Context: an optimization exercise on an open-source flow, tuned for small area, a short achievable clock period and few clock cycles per item. The choices shown serve that exercise and are no tape-out recipe. Only simulation tests tie the RTL to the original design; equivalence was not proved. Power and IR drop assume default switching activity.

Design memoryModule, start of the top module:
module memoryModule #(
	parameter ramWidth = 8,
	parameter addrSize = 8) (
	input clk, rst, isIndirect,
	input [1:0] cntrl,
	input [addrSize-1:0] addr,
	input [ramWidth-1:0] dataIn,
	output [ramWidth-1:0] dataOut,
	output dataReady
	);
For scale: ~2100 flip-flops, about 75000 um^2 of cells after synthesis.
==> flow/config.mk <==
export PLATFORM = sky130hd
export DESIGN_NAME = memoryModule
export DESIGN_NICKNAME = memoryModule
export VERILOG_FILES = /design/flow/design.v
export SDC_FILE = /design/flow/constraint.sdc
export NUM_CORES = 4
export LEC_CHECK = 0
export CAP_MARGIN = 20
export CORE_MARGIN = 2
export CORE_UTILIZATION = 60
export CTS_CLUSTER_DIAMETER = 80
export CTS_CLUSTER_SIZE = 28
export GPL_TIMING_DRIVEN = 0
export PLACE_DENSITY = 0.66
export SETUP_SLACK_MARGIN = 1.0
export SLEW_MARGIN = 20
export SYNTH_HIERARCHICAL = 1
export SYNTH_MINIMUM_KEEP_SIZE = 0
export TNS_END_PERCENT = 5
==> flow/constraint.sdc <==
create_clock -name core_clock -period 6.0 [get_ports {clk}]
set_input_delay 1.2000 -clock core_clock [delete_from_list [all_inputs] [get_ports {clk}]]
set_output_delay 1.2000 -clock core_clock [all_outputs]
set_load 0.01 [all_outputs]
standard.sh (not shown) runs the stock make flow with config.mk's settings and CLKGATE_MAP_FILE= SYNTH_SCRIPT=/design/flow/synth_recipe.tcl, a recipe that flattens the netlist after the stock synthesis.
==> flow/flow/run.sh <==
#!/bin/bash
# Standard layout, with the ports buffered by plain buffers (buf_4, which the
# resizer may size up or down within the buf footprint) instead of the delay
# cells buffer_ports picks by default.
set -euo pipefail
bash standard.sh "BUFFER_PORTS_ARGS=-buffer_cell sky130_fd_sc_hd__buf_4" finish > standard.log 2>&1
Testbench counts at the start, summed over its fixed seeds: cycles 7,680, items 6,400.
Edit:
--- a/flow/config.mk
+++ b/flow/config.mk
@@ -14 +14 @@
-export PLACE_DENSITY = 0.66
+export PLACE_DENSITY = 0.72
The new run completed without violations.
Wire length falls by a few percent.
Global-route usage falls by 1.3 points.
Power falls slightly.
Non-clock buffer count falls by 44.
Count of clock-buffer cells in the layout rises by 1.
Combinational power falls by a few percent.
Worst setup slack is better by 0.036 ns.
Via count falls slightly.
Final area falls slightly.
Edit:
--- a/flow/config.mk
+++ b/flow/config.mk
@@ -10 +10 @@
-export CORE_UTILIZATION = 60
+export CORE_UTILIZATION = 63
Critical path depth does not change.
Synthesized cell count stays the same.
Sequential power is about the same.
Hold slack is better by 0.0093 ns.
Global-route usage goes down by 0.20 points.
Power goes down by 0.68%.
Non-clock buffer count came out lower by 7.
Edit:
--- a/flow/config.mk
+++ b/flow/config.mk
@@ -10 +10 @@
-export CORE_UTILIZATION = 63
+export CORE_UTILIZATION = 60
@@ -14 +13,0 @@
-export PLACE_DENSITY = 0.72
Sequential cell count stays the same.
Setup slack loses 0.0076 ns.
Via count is about the same.
Non-clock buffer count climbs by 22.
Die area increases by 4.9%.
Routed wire length increases by 5.4%.
Final cell count grows by 2.1%.
Edit:
--- a/flow/config.mk
+++ b/flow/config.mk
@@ -13,0 +14 @@
+export PLACE_DENSITY = 0.8
The changed run finished clean. Register-to-register slack degrades by 0.21 ns. Via count rose by 7.4%. Setup slack degrades by 0.18 ns. Die area is unchanged. Wire length rose by 6.2%. Power barely changes. Combinational power rose by about 3%. Synthesized area is unchanged. Hold slack degrades by 0.014 ns.
Edit:
--- a/flow/config.mk
+++ b/flow/config.mk
@@ -14,2 +14,2 @@
-export PLACE_DENSITY = 0.8
-export SETUP_SLACK_MARGIN = 1.0
+export PLACE_DENSITY = 0.72
+export SETUP_SLACK_MARGIN = 1.2
Effect:
- utilization goes up by 0.85 points
- global-route usage goes up by 0.42 points
- sequential share of layout area goes down by 0.89 points
- non-clock buffer count goes up by 29
- total power goes up by 0.52%


Setup of exp/delta:
Another version of the RTL of memoryModule (not shown whole).
Size: roughly 3,900 cells after synthesis, ~2,100 flip-flops, about 30 I/O pins, ~0.075 sq mm of cells after synthesis.
Design memoryModule, start of the top module:
module memoryModule #(
	parameter ramWidth = 8,
	parameter addrSize = 8) (
	input clk, rst, isIndirect,
	input [1:0] cntrl,
	input [addrSize-1:0] addr,
	input [ramWidth-1:0] dataIn,
	output [ramWidth-1:0] dataOut,
	output dataReady
	);
	reg ph;                  
	reg [15:0] ptrH, ptrL;   
	wire [7:0] rdata;
	wire startInd = cntrl[1] & isIndirect & ~ph;
	assign dataReady = cntrl[1] & (ph | ~isIndirect);
	assign dataOut = rdata;
	wire we = cntrl == 2'b11 && (ph || !isIndirect);
	wire [7:0] wdata = rst ? 8'd0 : we ? dataIn : rdata;
	wire [7:0] lt = addr & {8{~ph}};
	wire [7:0] lf = ~addr & {8{~ph}};
	wire [15:0] H, L;
	genvar g, b;
	generate
		for (g = 0; g < 16; g = g + 1) begin : dec
			g_a41o uh (.a1(g[3] ? lt[7] : lf[7]), .a2(g[2] ? lt[6] : lf[6]),
			           .a3(g[1] ? lt[5] : lf[5]), .a4(g[0] ? lt[4] : lf[4]),
			           .b1(ptrH[g]), .y(H[g]));
			g_a41o ul (.a1(g[3] ? lt[3] : lf[3]), .a2(g[2] ? lt[2] : lf[2]),
			           .a3(g[1] ? lt[1] : lf[1]), .a4(g[0] ? lt[0] : lf[0]),
			           .b1(ptrL[g]), .y(L[g]));
		end
	endgenerate
	wire [255:0] row;
	wire [2047:0] words;
	generate
		for (g = 0; g < 256; g = g + 1) begin : word
			reg [7:0] q;
			g_a21o ur (.a1(H[g/16]), .a2(L[g%16]), .b1(rst), .y(row[g]));
			assign words[g*8 +: 8] = q;
			always @(posedge clk)
				if (row[g]) q <= wdata;
		end
	endgenerate
	generate
		for (b = 0; b < 8; b = b + 1) begin : rbit
			wire [15:0] sa, sb, t;
			wire [3:0] s3;
			wire [1:0] s4;
			for (g = 0; g < 16; g = g + 1) begin : grp
				g_ao8 ua (.r(L[7:0]),
				          .q({words[(16*g+7)*8+b], words[(16*g+6)*8+b], words[(16*g+5)*8+b], words[(16*g+4)*8+b],
				              words[(16*g+3)*8+b], words[(16*g+2)*8+b], words[(16*g+1)*8+b], words[(16*g)*8+b]}),
				          .y(sa[g]));
				g_ao8 ub (.r(L[15:8]),
				          .q({words[(16*g+15)*8+b], words[(16*g+14)*8+b], words[(16*g+13)*8+b], words[(16*g+12)*8+b],
				              words[(16*g+11)*8+b], words[(16*g+10)*8+b], words[(16*g+9)*8+b], words[(16*g+8)*8+b]}),
				          .y(sb[g]));
				g_o21ai uo (.a1(sa[g]), .a2(sb[g]), .b1(H[g]), .y(t[g]));
			end
			for (g = 0; g < 4; g = g + 1) begin : t3
				g_nand4 u (.a(t[4*g]), .b(t[4*g+1]), .c(t[4*g+2]), .d(t[4*g+3]), .y(s3[g]));
			end
			g_nor2 t4a (.a(s3[0]), .b(s3[1]), .y(s4[0]));
			g_nor2 t4b (.a(s3[2]), .b(s3[3]), .y(s4[1]));
  ...
==> flow/config.mk <==
export PLATFORM = sky130hd
export DESIGN_NAME = memoryModule
export DESIGN_NICKNAME = memoryModule
export VERILOG_FILES = /design/flow/design.v
export SDC_FILE = /design/flow/constraint.sdc
export NUM_CORES = 4
export LEC_CHECK = 0
export CAP_MARGIN = 20
export CORE_MARGIN = 2
export CORE_UTILIZATION = 55
export CTS_CLUSTER_DIAMETER = 80
export CTS_CLUSTER_SIZE = 28
export GPL_TIMING_DRIVEN = 0
export SETUP_SLACK_MARGIN = 1.0
export SLEW_MARGIN = 20
export SYNTH_HIERARCHICAL = 1
export SYNTH_MINIMUM_KEEP_SIZE = 0
export TNS_END_PERCENT = 5
==> flow/constraint.sdc <==
create_clock -name core_clock -period 6.0 [get_ports {clk}]
set_input_delay 1.2000 -clock core_clock [delete_from_list [all_inputs] [get_ports {clk}]]
set_output_delay 1.2000 -clock core_clock [all_outputs]
set_load 0.01 [all_outputs]
Scripts as last shown in full above: flow/flow/run.sh
Testbench counts of exp/delta, summed over its fixed seeds: cycles 7,680, items 6,400.
#### Input delta (exp/nickel over exp/delta)
--- a/flow/config.mk
+++ b/flow/config.mk
@@ -10 +10 @@
-export CORE_UTILIZATION = 55
+export CORE_UTILIZATION = 60
@@ -14 +14 @@
-export SETUP_SLACK_MARGIN = 1.0
+export SETUP_SLACK_MARGIN = 1.3
@@ -18 +18 @@
-export TNS_END_PERCENT = 5
+export TNS_END_PERCENT = 2
### Flow results
exp/nickel and exp/delta all finish clean. Count of fill cells added during filler insertion (exp/nickel / exp/delta): 0.833. Compared to exp/delta, exp/nickel has post-layout instance area about 1.8% lower. Reported leakage power (higher): exp/delta. Area overhead of the layout relative to synthesis: exp/nickel < exp/delta. Comparing exp/nickel and exp/delta, the higher number of well-tap cells placed was measured on exp/delta. Going from exp/delta to exp/nickel, fraction of final layout cells with drive strength greater than 1 shrinks by 0.77 points.
Modified inputs, exp/ember compared to exp/nickel
--- a/flow/config.mk
+++ b/flow/config.mk
@@ -14 +14 @@
-export SETUP_SLACK_MARGIN = 1.3
+export SETUP_SLACK_MARGIN = 0.6
@@ -18 +18 @@
-export TNS_END_PERCENT = 2
+export TNS_END_PERCENT = 5
- Compared with exp/nickel, exp/ember shows final instance area lower by 0.0025 sq mm.
- Delta (exp/ember minus exp/nickel): fraction of power spent switching nets fell by 0.45 points, wire length shrank by 9.6%, combinational cell fraction of total power shrank by 0.8 points, met2 routed wirelength now smaller.
- Diff exp/ember..exp/nickel | die area | unchanged
- exp/nickel → exp/ember: area added between synthesis and finish decreased by 3.3 points relative to the old numbers, overall routing resource usage decreased by 1.8 points relative to the old numbers.
- Cmp exp/ember vs exp/nickel: critical path depth lower in exp/ember
- exp/ember ended with less power than exp/nickel.
- Relative to exp/nickel, the shortest clock period the worst path allows after layout of exp/ember is higher by 0.22 ns.
- The capture point of the critical path comes out dataOut[4] in one run and dataOut[0] in the other, namely in exp/nickel and exp/ember respectively.
### exp/ember -> exp/zinc
--- a/flow/config.mk
+++ b/flow/config.mk
@@ -14 +14 @@
-export SETUP_SLACK_MARGIN = 0.6
+export SETUP_SLACK_MARGIN = 1.0
### Flow results
- exp/zinc: largest fanout on the critical path lower than exp/ember
- A worst setup path startpoint of addr[1] is what exp/ember shows, while addr[2] belongs to exp/zinc.
- exp/zinc went all the way through synthesis, placement and routing and the layout is clean on timing, DRC and antenna.
- exp/zinc can be clocked faster than exp/ember.
- exp/zinc: overall routing resource usage 1.8 points above exp/ember
- exp/ember has a higher share of total power in sequential cells than exp/zinc.
- exp/ember → exp/zinc: reported combinational group power moved up; post-layout instance area went up by 2.5%; number of search-and-repair iterations in the first detailed-routing pass saw a decrease.

[separate check: timing with driven ports]
How much do the figures lean on ideal ports? The routed layouts below were timed once more, with nothing changed but the port constraints.
Step 1 (the two cells are an assumption about what drives the block):
set clk [get_ports {clk}]
set_driving_cell -lib_cell sky130_fd_sc_hd__clkbuf_16 $clk
set_driving_cell -lib_cell sky130_fd_sc_hd__buf_2 [delete_from_list [all_inputs] $clk]
Step 2, shift: input delay + t, output delay - t, t = (earliest + latest rising clock arrival at the registers) / 2. This alone moves slack from input paths to output paths.
a / b / c = ideal / step 1 / step 2; a / b = the first two.
run	t, ns	setup slack, ns	latest minus earliest clock arrival (ns)	worst data-port slew with drivers (ns)	pins driven straight from the clock port
the first run of note 1	0.788	0.827 / 0.768 / 0.146	0.044 / 0.044	0.15	1
the second run of note 1	0.782	0.862 / 0.803 / 0.245	0.049 / 0.049	0.16	1
the third run of note 1	0.786	0.887 / 0.807 / 0.291	0.048 / 0.049	0.14	1
the fourth run of note 1	0.795	0.879 / 0.809 / 0.270	0.036 / 0.036	0.14	1
the fifth run of note 1	0.796	0.703 / 0.621 / 0.070	0.050 / 0.051	0.21	1
the sixth run of note 1	0.787	0.971 / 0.923 / 0.401	0.060 / 0.060	0.15	1
exp/delta	0.817	0.603 / 0.525 / 0.226	0.059 / 0.059	0.06	1
exp/nickel	0.790	0.708 / 0.665 / 0.167	0.034 / 0.034	0.12	1
exp/ember	0.786	0.483 / 0.405 / -0.023	0.035 / 0.035	0.10	1
exp/zinc	0.794	0.723 / 0.680 / 0.190	0.037 / 0.037	0.11	1
Met with ideal ports but missed after step 2: setup timing in exp/ember. The setup slack of the first run of note 1, which loses most, moves by -0.059 ns with the drivers and by -0.681 ns with both steps.
